This design comes from an exercise in tuning for small area on the open sky130 flow, not from production work. Function was checked by simulation only, so behaviour that the tests miss may differ from the original. No activity file was given, so power comes from the tool's default toggle rates.

==> flow/design.v <==
`timescale 1ns / 1ps
module top (
    input clk,
    input resetn,
    input [1:0] user_dir,
    input [1:0] user_dir2,
    output hsync,
    output vsync,
    output [3:0] vga_r,
    output [3:0] vga_g,
    output [3:0] vga_b,
    output [9:0] score1,
    output [9:0] score2,
    input startgame,
    input gameover,
    output powerup_paddle_spawn,
    output reg [1:0] game_state,
    output ball_x_dir
);
    function automatic ge12(input [11:0] a, input [11:0] c);
        integer i;
        reg gt, eq;
        begin
            gt = 1'b0; eq = 1'b1;
            for (i = 11; i >= 0; i = i - 1) begin
                gt = gt | (eq & a[i] & ~c[i]);
                eq = eq & ~(a[i] ^ c[i]);
            end
            ge12 = gt | eq;
        end
    endfunction
    function automatic rin(input [9:0] a, input [9:0] lo, input [9:0] hi);
        rin = ge12({2'b0, a}, {2'b0, lo}) & ~ge12({2'b0, a}, {2'b0, hi} + 12'd1);
    endfunction
    function automatic sge11(input [10:0] a, input integer c);
        reg [10:0] cc;
        begin
            cc = c[10:0];
            sge11 = ge12({1'b0, ~a[10], a[9:0]}, {1'b0, ~cc[10], cc[9:0]});
        end
    endfunction
    function automatic slt8(input [7:0] a, input integer c);
        reg [7:0] cc;
        begin
            cc = c[7:0];
            slt8 = ~ge12({4'b0, ~a[7], a[6:0]}, {4'b0, ~cc[7], cc[6:0]});
        end
    endfunction
    function automatic [11:0] rsub(input [11:0] a, input [11:0] b);
        integer i;
        reg c;
        reg [11:0] d;
        begin
            c = 1'b1;
            for (i = 0; i < 12; i = i + 1) begin
                d[i] = a[i] ^ ~b[i] ^ c;
                c = (a[i] & ~b[i]) | (a[i] & c) | (~b[i] & c);
            end
            rsub = d;
        end
    endfunction
    reg [9:0] x, y;
    reg [1:0] k;
    wire ce = k[1] & k[0];
    wire xend = x[9] & x[8] & (&x[4:0]);    
    wire yend = y[9] & y[3] & y[2];         
    always @(posedge clk) begin
        if (!resetn)
            {x, k} <= 12'd2;
        else if (ce && xend)
            {x, k} <= 12'd0;
        else
            {x, k} <= {x, k} + 12'd1;
    end
    always @(posedge clk) begin
        if (!resetn)
            y <= 10'd0;
        else if (ce && xend) begin
            if (!yend) y <= y + 10'd1;
            else y <= 10'd0;
        end
    end
    assign hsync = ~rin(x, 656, 751);
    assign vsync = ~rin(y, 490, 491);
    wire active = ~(x[9] & (x[8] | x[7])) & ~y[9] & ~(&y[8:5]);
    reg [10:0] uc;
    reg upd;
    always @(posedge clk) begin
        if (!resetn || game_state != 2'b01 || uc == 11'h458)
            uc <= 11'h7FF;
        else
            uc <= {uc[9:0], uc[10] ^ uc[8]};
        if (!resetn)
            upd <= 1'b0;
        else if (game_state == 2'b01)
            upd <= (uc == 11'h458);
    end
    reg [9:0] s1, s2;
    assign score1 = s1;
    assign score2 = s2;
    reg won;
    always @(posedge clk)
        if (!resetn) won <= 1'b0;
        else if (s1 == 10'd7 || s2 == 10'd7) won <= 1'b1;
    wire [1:0] gs_n = !resetn ? 2'b00 :
                      (ce && game_state == 2'b00 && startgame) ? 2'b01 :
                      (ce && game_state == 2'b01 && (gameover || won)) ? 2'b10 : game_state;
    always @(posedge clk)
        game_state <= gs_n;
    reg [15:0] lfsr;
    wire fb = lfsr[15] ^ lfsr[13] ^ lfsr[5] ^ lfsr[2] ^ lfsr[8];
    always @(posedge clk)
        if (!resetn) lfsr <= 16'hACE1;
        else lfsr <= {lfsr[14:0], fb};
    reg [7:0] pa;
    reg pa0;
    reg [5:0] pb;
    reg [2:0] pb0;
    reg [3:0] hc;
    wire [8:0] ua = {pa, lfsr[0]};
    wire [6:0] ub = {pb, lfsr[2]};
    wire sa = lfsr[15] & (&hc);
    wire sb = lfsr[15] & hc[3] & hc[2] & (hc[1] | hc[0]);
    reg [7:0] ka;
    reg [5:0] kb;
    always @(*) begin
        if (!sa) ka = ge12({3'b0, ua}, 267) ? 8'd39 : 8'd206;              
        else if (!ge12({3'b0, ua}, 136)) ka = 8'd81;                        
        else if (ge12({3'b0, ua}, 303)) ka = 8'd3;                          
        else ka = 8'd170;                                                   
        if (!sb) kb = ge12({5'b0, ub}, 53) ? 6'd11 : 6'd0;                  
        else if (!ge12({5'b0, ub}, 30)) kb = 6'd23;                         
        else if (ge12({5'b0, ub}, 83)) kb = 6'd45;                          
        else kb = 6'd34;                                                    
    end
    reg [9:1] bxh;       
    wire [9:0] bx = {bxh, 1'b0};
    reg [9:0] by;
    reg xr;              
    reg ysn;             
    reg [1:0] ym;        
    reg [8:0] p1y, p2y;  
    reg spawn, pact, who;
    reg [8:0] pc;
    wire [8:0] pux = {pa, pa0};
    wire [8:0] puy = {pb, pb0};
    assign ball_x_dir = xr;
    assign powerup_paddle_spawn = spawn;
    wire h1big = pact & who, h1small = pact & ~who;
    wire h2big = pact & ~who, h2small = pact & who;
    wire lwall = ~ge12({2'b0, bx}, 3);
    wire rwall = ge12({2'b0, bx}, 627);
    wire lx = rin(bx, 106, 109);
    wire rxz = ge12({2'b0, bx}, 519) && (!xr || !ge12({2'b0, bx}, 523));
    reg colslot, play;
    wire [1:0] k_n = !resetn ? 2'd2 : k + 2'd1;
    always @(posedge clk) begin
        colslot <= (gs_n != 2'b01) | ~k_n[1];
        play <= (gs_n == 2'b01);
    end
    wire [9:0] yv = {1'b0, y[8:0]};     
    wire [9:0] say = colslot ? by : yv;
    wire side = colslot ? bx[9] : x[9];
    wire [8:0] pp = side ? p2y : p1y;
    wire pbig = side ? h2big : h1big;
    wire psmall = side ? h2small : h1small;
    wire [11:0] e0 = rsub({2'b0, say}, {3'b0, pp});
    wire [10:0] e = e0[10:0];            
    wire [7:0] e8 = e[7:0];
    wire yhit_now = sge11(e, -10) && (pbig ? !sge11(e, 100) : psmall ? !sge11(e, 25) : !sge11(e, 50));
    reg yhit_r;
    reg [2:0] zone_r;
    wire yhit = play ? yhit_r : yhit_now;
    wire phit = (lx | rxz) && yhit;
    wire score = lwall | rwall;
    reg [2:0] zone_now;
    always @(*) begin
        if (pbig) begin
            zone_now = slt8(e8, 3) ? 3'd0 : slt8(e8, 17) ? 3'd1 : slt8(e8, 31) ? 3'd2 : slt8(e8, 45) ? 3'd3 :
                   slt8(e8, 58) ? 3'd4 : slt8(e8, 72) ? 3'd5 : slt8(e8, 86) ? 3'd6 : 3'd7;
        end else if (psmall) begin
            zone_now = (!ge12({3'b0, pp}, 6) || slt8(e8, -6)) ? 3'd0 : slt8(e8, -2) ? 3'd1 : slt8(e8, 3) ? 3'd2 :
                   slt8(e8, 7) ? 3'd3 : slt8(e8, 11) ? 3'd4 : slt8(e8, 16) ? 3'd5 : slt8(e8, 20) ? 3'd6 : 3'd7;
        end else begin
            zone_now = (!ge12({3'b0, pp}, 3) || slt8(e8, -3)) ? 3'd0 : slt8(e8, 5) ? 3'd1 : slt8(e8, 12) ? 3'd2 :
                   slt8(e8, 20) ? 3'd3 : slt8(e8, 27) ? 3'd4 : slt8(e8, 35) ? 3'd5 : slt8(e8, 42) ? 3'd6 : 3'd7;
        end
    end
    always @(posedge clk)
        if (colslot) begin
            yhit_r <= yhit_now;
            zone_r <= zone_now;
        end
    wire [2:0] zone = play ? zone_r : zone_now;
    wire yflip = ge12({2'b0, by}, 467) || !ge12({2'b0, by}, 3);
    reg nysn;
    reg [1:0] nym;
    always @(*) begin
        if (score) begin
            nysn = ~by[0];
            nym = 2'd0;
        end else if (phit) begin
            nysn = ~zone[2];
            nym = zone[2] ? zone[1:0] : ~zone[1:0];
        end else begin
            nysn = ysn ^ yflip;
            nym = ym;
        end
    end
    wire nxr = (score | phit) ? ~xr : xr;
    wire [9:0] sinc = (lwall ? s2 : s1) + 10'd1;    
    wire [9:0] ydelta = nysn ? ~{8'd0, nym} : {8'd0, nym} + 10'd1;
    wire [9:2] bxstep = bx[9:2] + (nxr ? 8'd1 : 8'd255);
    wire [9:1] bxh_nxt = !resetn ? 9'd160 : !upd ? bxh :
                         lwall ? 9'd65 : rwall ? 9'd250 : {bxstep, bx[1]};
    wire [9:0] by_nxt = !resetn ? 10'd240 : !upd ? by :
                        score ? 10'd240 : by + ydelta;
    always @(posedge clk) begin
        bxh <= bxh_nxt;
        by <= by_nxt;
        if (!resetn) begin
            xr <= 1'b1;
            ysn <= 1'b0;
            ym <= 2'd0;
            s1 <= 10'd0;
            s2 <= 10'd0;
        end else if (upd) begin
            xr <= nxr;
            ysn <= nysn;
            ym <= nym;
            if (lwall) s2 <= sinc;
            else if (rwall) s1 <= sinc;
        end
    end
    wire p1low = h1big ? !ge12({3'b0, p1y}, 379) : h1small ? !ge12({3'b0, p1y}, 454) : !ge12({3'b0, p1y}, 429);
    wire p2low = h2big ? !ge12({3'b0, p2y}, 379) : h2small ? !ge12({3'b0, p2y}, 454) : !ge12({3'b0, p2y}, 429);
    wire p1mv = (user_dir == 2'b10 && p1y != 9'd0) || (user_dir == 2'b01 && p1low);
    wire p2mv = (user_dir2 == 2'b10 && p2y != 9'd0) || (user_dir2 == 2'b01 && p2low);
    always @(posedge clk) begin
        if (!resetn) begin
            p1y <= 9'd240;
            p2y <= 9'd240;
        end else if (upd) begin
            if (p1mv) p1y <= p1y + (user_dir[1] ? 9'd509 : 9'd3);
            if (p2mv) p2y <= p2y + (user_dir2[1] ? 9'd509 : 9'd3);
        end
    end
    wire coll_now;
    reg coll_r;
    wire coll = play ? coll_r : coll_now;
    wire [8:0] l9 = lfsr[8:0];
    wire [8:0] dly = !ge12({3'b0, l9}, 240) ? l9 + 9'd240 : !ge12({3'b0, l9}, 480) ? l9 : l9 - 9'd240;
    always @(posedge clk) begin
        if (!resetn) begin
            spawn <= 1'b0;
            pact <= 1'b0;
            pc <= 9'd240;
        end else if (upd) begin
            if (spawn) begin
                if (coll) begin
                    spawn <= 1'b0;
                    pact <= 1'b1;
                    who <= xr;
                    pc <= 9'd479;
                end
            end else if (pc != 9'd0) begin
                pc <= pc - 9'd1;
            end else if (pact) begin
                pact <= 1'b0;
                pc <= dly;
            end else begin
                spawn <= 1'b1;
            end
        end
    end
    wire spawn_now = upd && !spawn && !pact && pc == 9'd0;
    wire restart = upd && spawn && coll;
    always @(posedge clk) begin
        if (!resetn || restart) begin
            pa <= 8'd50;
            pb <= 6'd0;
            hc <= 4'd0;
        end else if (!spawn && !spawn_now) begin
            pa <= ua[7:0] + ka;
            pb <= ub[5:0] + kb;
            if (!(&hc)) hc <= hc + 4'd1;
        end
    end
    always @(posedge clk)
        if (!spawn) begin
            pa0 <= lfsr[0];
            pb0 <= lfsr[2:0];
        end
    wire border = (x == 10'd0) || (x == 10'd2) || (x == 10'd639) || (x == 10'd637) ||
                  (yv == 10'd0) || (yv == 10'd2) || (yv == 10'd479) || (yv == 10'd477);
    wire [9:0] pux_n = {pa, spawn ? pa0 : lfsr[0]};
    wire [9:0] puy_n = {pb, spawn ? pb0 : lfsr[2:0]};
    wire [9:0] sax = colslot ? bx : x;
    wire [9:0] sbx = (colslot | ~k[0]) ? pux_n : bx;
    wire [9:0] sby = (colslot | ~k[0]) ? puy_n : by;
    wire [11:0] qx0 = rsub({2'b0, sax}, {2'b0, sbx});
    wire [11:0] qy0 = rsub({2'b0, say}, {2'b0, sby});
    wire vball = !ge12({1'b0, qx0[10:0]}, 10) && !ge12({1'b0, qy0[10:0]}, 10);
    assign coll_now = sge11(qx0[10:0], -9) && !sge11(qx0[10:0], 6) &&
                    sge11(qy0[10:0], -9) && !sge11(qy0[10:0], 6);
    always @(posedge clk)
        if (colslot) coll_r <= coll_now;
    wire [11:0] pd = e0;
    wire pmbig = pbig;
    wire pmsmall = psmall;
    wire vpaddle = (rin(x, 100, 109) || rin(x, 530, 539)) &&
        (pmbig ? !ge12({1'b0, pd[10:0]}, 100) : pmsmall ? !ge12({1'b0, pd[10:0]}, 25) : !ge12({1'b0, pd[10:0]}, 50));
    wire game_display = border || vball || vpaddle;
    wire [10:0] qx = qx0[10:0];
    wire [10:0] qy = qy0[10:0];
    wire qxlo = (qx[10:3] == 8'd0);
    wire qylo = (qy[10:3] == 8'd0);
    wire qxin = qxlo && qx[2:0] != 3'd7;
    wire qyin = qylo && qy[2:0] != 3'd7;
    wire qxe = qxlo && (qx[2:0] == 3'd0 || qx[2:0] == 3'd6);
    wire qye = qylo && (qy[2:0] == 3'd0 || qy[2:0] == 3'd6);
    wire qxm = qxlo && (qx[2:0] == 3'd3);
    wire qym = qylo && (qy[2:0] == 3'd3);
    wire qxc = qxlo && (qx[2:0] == 3'd2 || qx[2:0] == 3'd3 || qx[2:0] == 3'd4);
    wire qyc = qylo && (qy[2:0] == 3'd2 || qy[2:0] == 3'd3 || qy[2:0] == 3'd4);
    reg pu_r;
    always @(posedge clk)
        pu_r <= qxe && qyin || qye && qxin || qxm && qyc || qym && qxc;
    wire letter_p = rin(x, 130, 140) && rin(yv, 100, 220) ||
                    rin(x, 141, 175) && rin(yv, 100, 110) ||
                    rin(x, 166, 210) && rin(yv, 111, 121) ||
                    rin(x, 200, 210) && rin(yv, 122, 165) ||
                    rin(x, 141, 199) && rin(yv, 155, 165) ;
    wire letter_i = rin(x, 240, 250) && rin(yv, 100, 220);
    wire letter_n = rin(x, 280, 290) && rin(yv, 100, 220) ||
                    rin(x, 291, 310) && rin(yv, 105, 115) ||
                    rin(x, 300, 310) && rin(yv, 116, 138) ||
                    rin(x, 311, 330) && rin(yv, 128, 138) ||
                    rin(x, 320, 330) && rin(yv, 139, 164) ||
                    rin(x, 331, 345) && rin(yv, 154, 164) ||
                    rin(x, 335, 345) && rin(yv, 165, 190) ||
                    rin(x, 346, 360) && rin(yv, 180, 190) ||
                    rin(x, 350, 360) && rin(yv, 191, 210) ||
                    rin(x, 361, 379) && rin(yv, 200, 210) ||
                    rin(x, 380, 390) && rin(yv, 100, 220);
    wire letter_g = rin(x, 420, 500) && rin(yv, 100, 110) ||
                    rin(x, 420, 430) && rin(yv, 111, 220) ||
                    rin(x, 431, 500) && rin(yv, 210, 220) ||
                    rin(x, 490, 500) && rin(yv, 165, 209) ||
                    rin(x, 460, 489) && rin(yv, 165, 175);
    wire title_display = border || letter_p || letter_i || letter_n || letter_g;
    wire letter_g_2 = rin(x, 100, 180) && rin(yv, 100, 110) ||
                      rin(x, 100, 110) && rin(yv, 111, 220) ||
                      rin(x, 111, 180) && rin(yv, 210, 220) ||
                      rin(x, 170, 180) && rin(yv, 165, 209) ||
                      rin(x, 140, 169) && rin(yv, 165, 175);
    wire letter_a = rin(x, 220, 230) && rin(yv, 100, 220) ||
                    rin(x, 231, 300) && rin(yv, 100, 110) ||
                    rin(x, 290, 300) && rin(yv, 111, 220) ||
                    rin(x, 231, 289) && rin(yv, 150, 160);
    wire letter_m = rin(x, 340, 350) && rin(yv, 100, 220) ||
                    rin(x, 351, 365) && rin(yv, 100, 110) ||
                    rin(x, 360, 375) && rin(yv, 111, 120) ||
                    rin(x, 375, 385) && rin(yv, 121, 190) ||
                    rin(x, 385, 400) && rin(yv, 111, 120) ||
                    rin(x, 395, 409) && rin(yv, 100, 110) ||
                    rin(x, 410, 420) && rin(yv, 100, 220);
    wire letter_e = rin(x, 460, 540) && rin(yv, 100, 110) ||
                    rin(x, 460, 470) && rin(yv, 111, 220) ||
                    rin(x, 471, 540) && rin(yv, 210, 220) ||
                    rin(x, 471, 515) && rin(yv, 155, 165);
    wire letter_o = rin(x, 110, 170) && rin(yv, 260, 270) ||
                    rin(x, 100, 110) && rin(yv, 270, 370) ||
                    rin(x, 110, 170) && rin(yv, 370, 380) ||
                    rin(x, 170, 180) && rin(yv, 270, 370);
    wire letter_v = rin(x, 220, 230) && rin(yv, 260, 320) ||
                    rin(x, 230, 240) && rin(yv, 320, 360) ||
                    rin(x, 240, 250) && rin(yv, 360, 370) ||
                    rin(x, 250, 270) && rin(yv, 370, 380) ||
                    rin(x, 270, 280) && rin(yv, 360, 370) ||
                    rin(x, 280, 290) && rin(yv, 320, 360) ||
                    rin(x, 290, 300) && rin(yv, 260, 320);
    wire letter_e_2 = rin(x, 340, 420) && rin(yv, 260, 270) ||
                      rin(x, 340, 350) && rin(yv, 271, 380) ||
                      rin(x, 351, 420) && rin(yv, 370, 380) ||
                      rin(x, 351, 395) && rin(yv, 315, 325);
    wire letter_r = rin(x, 460, 470) && rin(yv, 260, 380) ||
                    rin(x, 471, 530) && rin(yv, 260, 270) ||
                    rin(x, 530, 540) && rin(yv, 270, 320) ||
                    rin(x, 471, 530) && rin(yv, 320, 330) ||
                    rin(x, 510, 520) && rin(yv, 330, 345) ||
                    rin(x, 520, 530) && rin(yv, 345, 360) ||
                    rin(x, 530, 540) && rin(yv, 360, 380);
    wire over_display = border || letter_g_2 || letter_a || letter_m || letter_e ||
                        letter_o || letter_v || letter_e_2 || letter_r;
    wire final_display = game_state[1] ? over_display :
                         game_state[0] ? (game_display || (spawn && pu_r)) : title_display;
    reg video;
    always @(posedge clk)
        if (!resetn) video <= 1'b0;
        else if (ce) video <= final_display && active;
    assign vga_r = {4{video}};
    assign vga_g = {4{video}};
    assign vga_b = {4{video}};
endmodule
==> flow/flow/run.sh <==
#!/bin/bash
# Own layout flow: the standard flow, with an area-oriented ABC script in
# synthesis (no adder extraction), single-drive port buffers and a clock tree
# without dummy loads. Each step's output goes to a log of its own here.
set -euo pipefail
HERE=$(pwd)
CTS_BUF=${CTS_BUF:-sky130_fd_sc_hd__clkbuf_8}
CTS_EXTRA=${CTS_EXTRA:-}
rm -rf "$HERE/scripts_area"
cp -r "$FLOW_HOME/scripts" "$HERE/scripts_area"
cp "$HERE/flow/abc.script" "$HERE/scripts_area/abc_speed.script"
bash standard.sh SCRIPTS_DIR="$HERE/scripts_area" ADDER_MAP_FILE= synth > "$HERE/synth.log" 2>&1
bash standard.sh "BUFFER_PORTS_ARGS=-buffer_cell sky130_fd_sc_hd__buf_1" \
  "CTS_ARGS=-sink_clustering_enable -repair_clock_nets -dont_use_dummy_load -buf_list $CTS_BUF $CTS_EXTRA" \
  finish > "$HERE/layout.log" 2>&1
==> flow/flow/abc.script <==
strash
&get -n
&deepsyn -T 1200
&put
dch -f
amap -F 10 -A 40
topo
==> flow/standard.sh <==
#!/bin/bash
# synth_recipe.tcl (not shown) runs the flow's synth.tcl, then flattens the netlist and writes it again
# the make line also repeats each setting of config.mk as NAME=value (left out here)
make -C /OpenROAD-flow-scripts/flow DESIGN_CONFIG=/design/flow/config.mk WORK_HOME=/design/flow/orfs CLKGATE_MAP_FILE= SYNTH_SCRIPT=/design/flow/synth_recipe.tcl "${@:-finish}"
==> flow/config.mk <==
export PLATFORM = sky130hd
export DESIGN_NAME = top
export DESIGN_NICKNAME = top
export VERILOG_FILES = /design/flow/design.v
export SDC_FILE = /design/flow/constraint.sdc
export NUM_CORES = 4
export LEC_CHECK = 0
export CAP_MARGIN = 20
export CORE_MARGIN = 2
export CORE_UTILIZATION = 50
export PLACE_DENSITY = 0.65
export SLEW_MARGIN = 20
==> flow/constraint.sdc <==
create_clock -name core_clock -period 10.0 [get_ports {clk}]
set_input_delay 2.0000 -clock core_clock [delete_from_list [all_inputs] [get_ports {clk}]]
set_output_delay 2.0000 -clock core_clock [all_outputs]
set_load 0.01 [all_outputs]
==> impl_metrics.csv <==
group,metric,value,unit
status,status,"timing/DRC/antenna clean",
global_routing,antenna_found_initial,0,
clock_network,cts_tree,"yes",
clock_network,clk_latency,0.46,ns
global_routing,grt_max_degree,60,
yosys,syn_avg_cell_area,6.80,um^2
routing,ant_nets,0,
layout,fillCellCount,1995,
yosys,dominantRegCellSynth,"dfxtp_1",
setup_path,critPathLaunch,"colslot$_DFF_P_",
power,powerDensity,136,nW/um^2
routing,vias_per_cell,6.18,
sta,hold_viol,0,
routing,wl_met3,2920,um
setup_path,crit_family,"compound AO/OA/AOI/OAI gates",
clock_network,htreeDepth,4,
routing,drtPass1Iterations,8,
routing,drc,0,
yosys,synth.top_cell.area_share,30.2,%
layout,finalNonFillerCells,1792,
yosys,synthArstFlopShare,0,%
global_routing,grt_pass1_vias,9785,
yosys,synth_commonest_cells,"271 x nor2_1, 218 x clkinv_1, 151 x dfxtp_1, 151 x o21ai_0, 98 x a21oi_1",
sta,finalCritPeriodShare,79.0,%
setup_path,critPathMaxStageDelay,0.52,ns
placed_design,hpwl,23800,um
setup_path,worstPathRequired,10.35,ns
sta,whs,0.401,ns
setup_path,cp-endpoint,"by[8]$_SDFFE_PN0P_",
yosys,synth-edff-count,6,
yosys,synth_area_leaders,"dfxtp_1 30%, nor2_1 10%, clkinv_1 8.2%",
floorplan,chipHeight,145,um
global_routing,grt_pass1_wl,50600,um
setup_path,path_class,"register to register",
floorplan,io_pins,46,
sta,worst_slew_pin_slew,0.867,ns
layout,drive_gt1_share,1.70,%
routing,drt_iter0_drc,1229,
setup_path,r2r-start,"colslot$_DFF_P_",
setup_path,worstRegToRegCells,34,
yosys,yosysTopAreaCell,"dfxtp_1",
global_routing,overflow,0,
routing,vias,11100,
setup_path,slowest_stage,"clkinv_1",
setup_path,critPathCaptureType,"register",
setup_path,ff2ff_setup_slack,2.10,ns
placed_design,dp_cells,1775,
clock_network,cts_setup_buffers,0,
placed_design,place_congestion,0.993,
routing,drt-total-wl,31300,um
sta,rsz0062_at_grt,"no",
clock_network,hold_buffers,0,
global_routing,track_usage,29.0,%
floorplan,initial_core_util,51.2,%
yosys,yosysMostFrequentCell,"nor2_1",
clock_network,numCtsBuffers,17,
sta,relSlewSlack,41.7,%
hold_path,hp-class,"register to register",
yosys,ys_types,57,
job,cap_violations,0,
yosys,synth-seq-cells,157,
setup_path,path_depth,34,
setup_path,rr_endpoint,"by[8]$_SDFFE_PN0P_",
clock_network,cts_resized,0,
yosys,syn_inst,1470,
floorplan,core_area,19500,um^2
clock_network,clk_pin_slew,0.12,ns
yosys,synth_warnings,1,
sta,finalCriticalPeriod,7.90,ns
yosys,syn_nets,1478,
routing,top_layer_used,"met4",
routing,wl_met2,13300,um
layout,syn_to_final_growth,6.98,%
floorplan,fp.dieW,145,um
power,p_leak,3.40,nW
yosys,netlist_area,10000,um^2
setup_path,critical_path_arrival,8.25,ns
clock_network,clock_sinks,157,
setup_path,cp_max_fo,23,
routing,wl_per_cell,17.5,um
sta,finalSetupViolations,0,
sta,setup-tns-final,0,ns
clock_network,root_buffer,"clkbuf_8",
setup_path,cp_common_cell,"nor2_1",
sta,skew,0.0485,ns
floorplan,design.die.area,21100,um^2
clock_network,clockBufferDepth,2,
layout,num-nets-final,1537,
floorplan,rows,51,
setup_path,start_kind,"register",
placed_design,portBuffers,45,
sta,slew_viol_final,0,
sta,clock.fmax,127,MHz
routing,drt-met1-wl,14400,um
power,irDropWorstVdd,0.0846,mV
layout,antennaDiodeCount,0,
setup_path,crit_buf_inv,7,
yosys,ys_seq_area_share,32.0,%
==> layout by cell type, fill, tap and decap left out, types with 5 or more instances in the layout <==
| cell | n |
|---|---|
| nor2_1 | 271 |
| clkinv_1 | 217 |
| o21ai_0 | 151 |
| dfxtp_1 | 151 |
| a21oi_1 | 98 |
| nand2_1 | 85 |
| o22ai_1 | 81 |
| nor3_1 | 64 |
| buf_1 | 44 |
| a31oi_1 | 28 |
| a22oi_1 | 26 |
| or2_0 | 25 |
| o221ai_1 | 21 |
| a211oi_1 | 21 |
| nand3_1 | 18 |
| o21a_1 | 17 |
| clkbuf_8 | 17 |
| nor4_1 | 15 |
| nor2b_1 | 13 |
| or4_1 | 12 |
| a221oi_1 | 11 |
| or3_1 | 10 |
| and3_1 | 10 |
| o211ai_1 | 10 |
| a32oi_1 | 7 |
| o311ai_0 | 7 |
| buf_4 | 7 |
| a2111oi_0 | 6 |
| o32ai_1 | 6 |
| and2_0 | 6 |
| edfxtp_1 | 6 |
| o22a_1 | 5 |
==> state kept, by name, summed over array words and instances, names as in the netlist, 2 cells and up <==
name,cells
pc,9
y,10
lfsr,16
game_state,2
by,10
k,2
pa,8
pb,6
uc,11
p1y,9
bxh,9
s2,10
x,10
hc,4
ym,2
s1,10
pb0,3
p2y,9
zone_r,3
==> final cells by class <==
class / count / area (um^2) / share of cell area, %
clock buffer: 17 / 234 / 2.19
sequential: 157 / 3200 / 29.9
inverter: 218 / 818 / 7.65
tap: 265 / 332 / 3.10
multi-input combinational: 1083 / 5890 / 55.0
timing repair buffer: 52 / 223 / 2.08
==> routing by layer <==
layer	vias to the layer above	global-route usage (%)
met2	501	44.5
met1	5004	41.3
met5	-	0
li1	5514	-
met4	0	8.53
met3	62	5.92
==> stage by stage <==
step	util (%)	cell area (um^2)	total power [W]	setup WS [ns]
floorplan	-	10000	0.00100	2.36
global placement	53.6	10500	0.00109	2.53
detailed placement	53.6	10500	0.00109	2.32
CTS	54.8	10700	0.00146	2.24
global route	54.8	10700	0.00154	1.22
finish	54.8	10700	0.00146	2.10
==> worst min-delay path by stage <==
| stage | startpoint | to | depth (start not counted) |
|---|---|---|---|
| 6_report | uc[0]$_SDFF_PP1_ | uc[1]$_SDFF_PP1_ | 1 |
| 5_1_grt | uc[0]$_SDFF_PP1_ | uc[1]$_SDFF_PP1_ | 1 |
| 4_1_cts | uc[0]$_SDFF_PP1_ | uc[1]$_SDFF_PP1_ | 1 |
| 3_5_place_dp | lfsr[14]$_SDFF_PN0_ | lfsr[15]$_SDFF_PN1_ | 1 |
| 3_3_place_gp | lfsr[14]$_SDFF_PN0_ | lfsr[15]$_SDFF_PN1_ | 1 |
| 2_1_floorplan | lfsr[9]$_SDFF_PN0_ | lfsr[10]$_SDFF_PN1_ | 1 |
==> kinds of logic after synthesis <==
group | Yosys count | synth area share, %
AOI/OAI and AO/OA | 544 | 34.9
and+or+nand+nor | 539 | 24.0
buffers and inverters | 230 | 9.08
DFF | 157 | 32.0
==> report_power, final <==
group	switching (W)	internal (W)
sequential	0.0000414	0.000666
clock	0.000218	0.000150
combinational	0.000247	0.000135

[port drivers added, routing unchanged]
Ports are ideal in the flow. The routed layout listed here was re-timed in OpenROAD.
Step 1 (the two cells are an assumption about what drives the block):
set clk [get_ports {clk}]
set_driving_cell -lib_cell sky130_fd_sc_hd__clkbuf_16 $clk
set_driving_cell -lib_cell sky130_fd_sc_hd__buf_2 [delete_from_list [all_inputs] $clk]
Step 2 moves the port delays by t, midway between the first and last clock arrival at a register: inputs arrive t later, outputs are due t later. That takes back most of the time a late clock gives input paths.
Slacks: ideal ports / drivers / drivers and shift; pairs: ideal ports / drivers.
t (ns): 0.491
setup slack, ns: 2.100 / 2.100 / 2.100
worst setup path at the end: register to register
worst data-port slew with drivers (ns): 0.03
After both steps setup and hold are still met in this run. For this run, drivers alone change the setup slack by 0.000 ns; drivers and shift together by 0.000 ns.
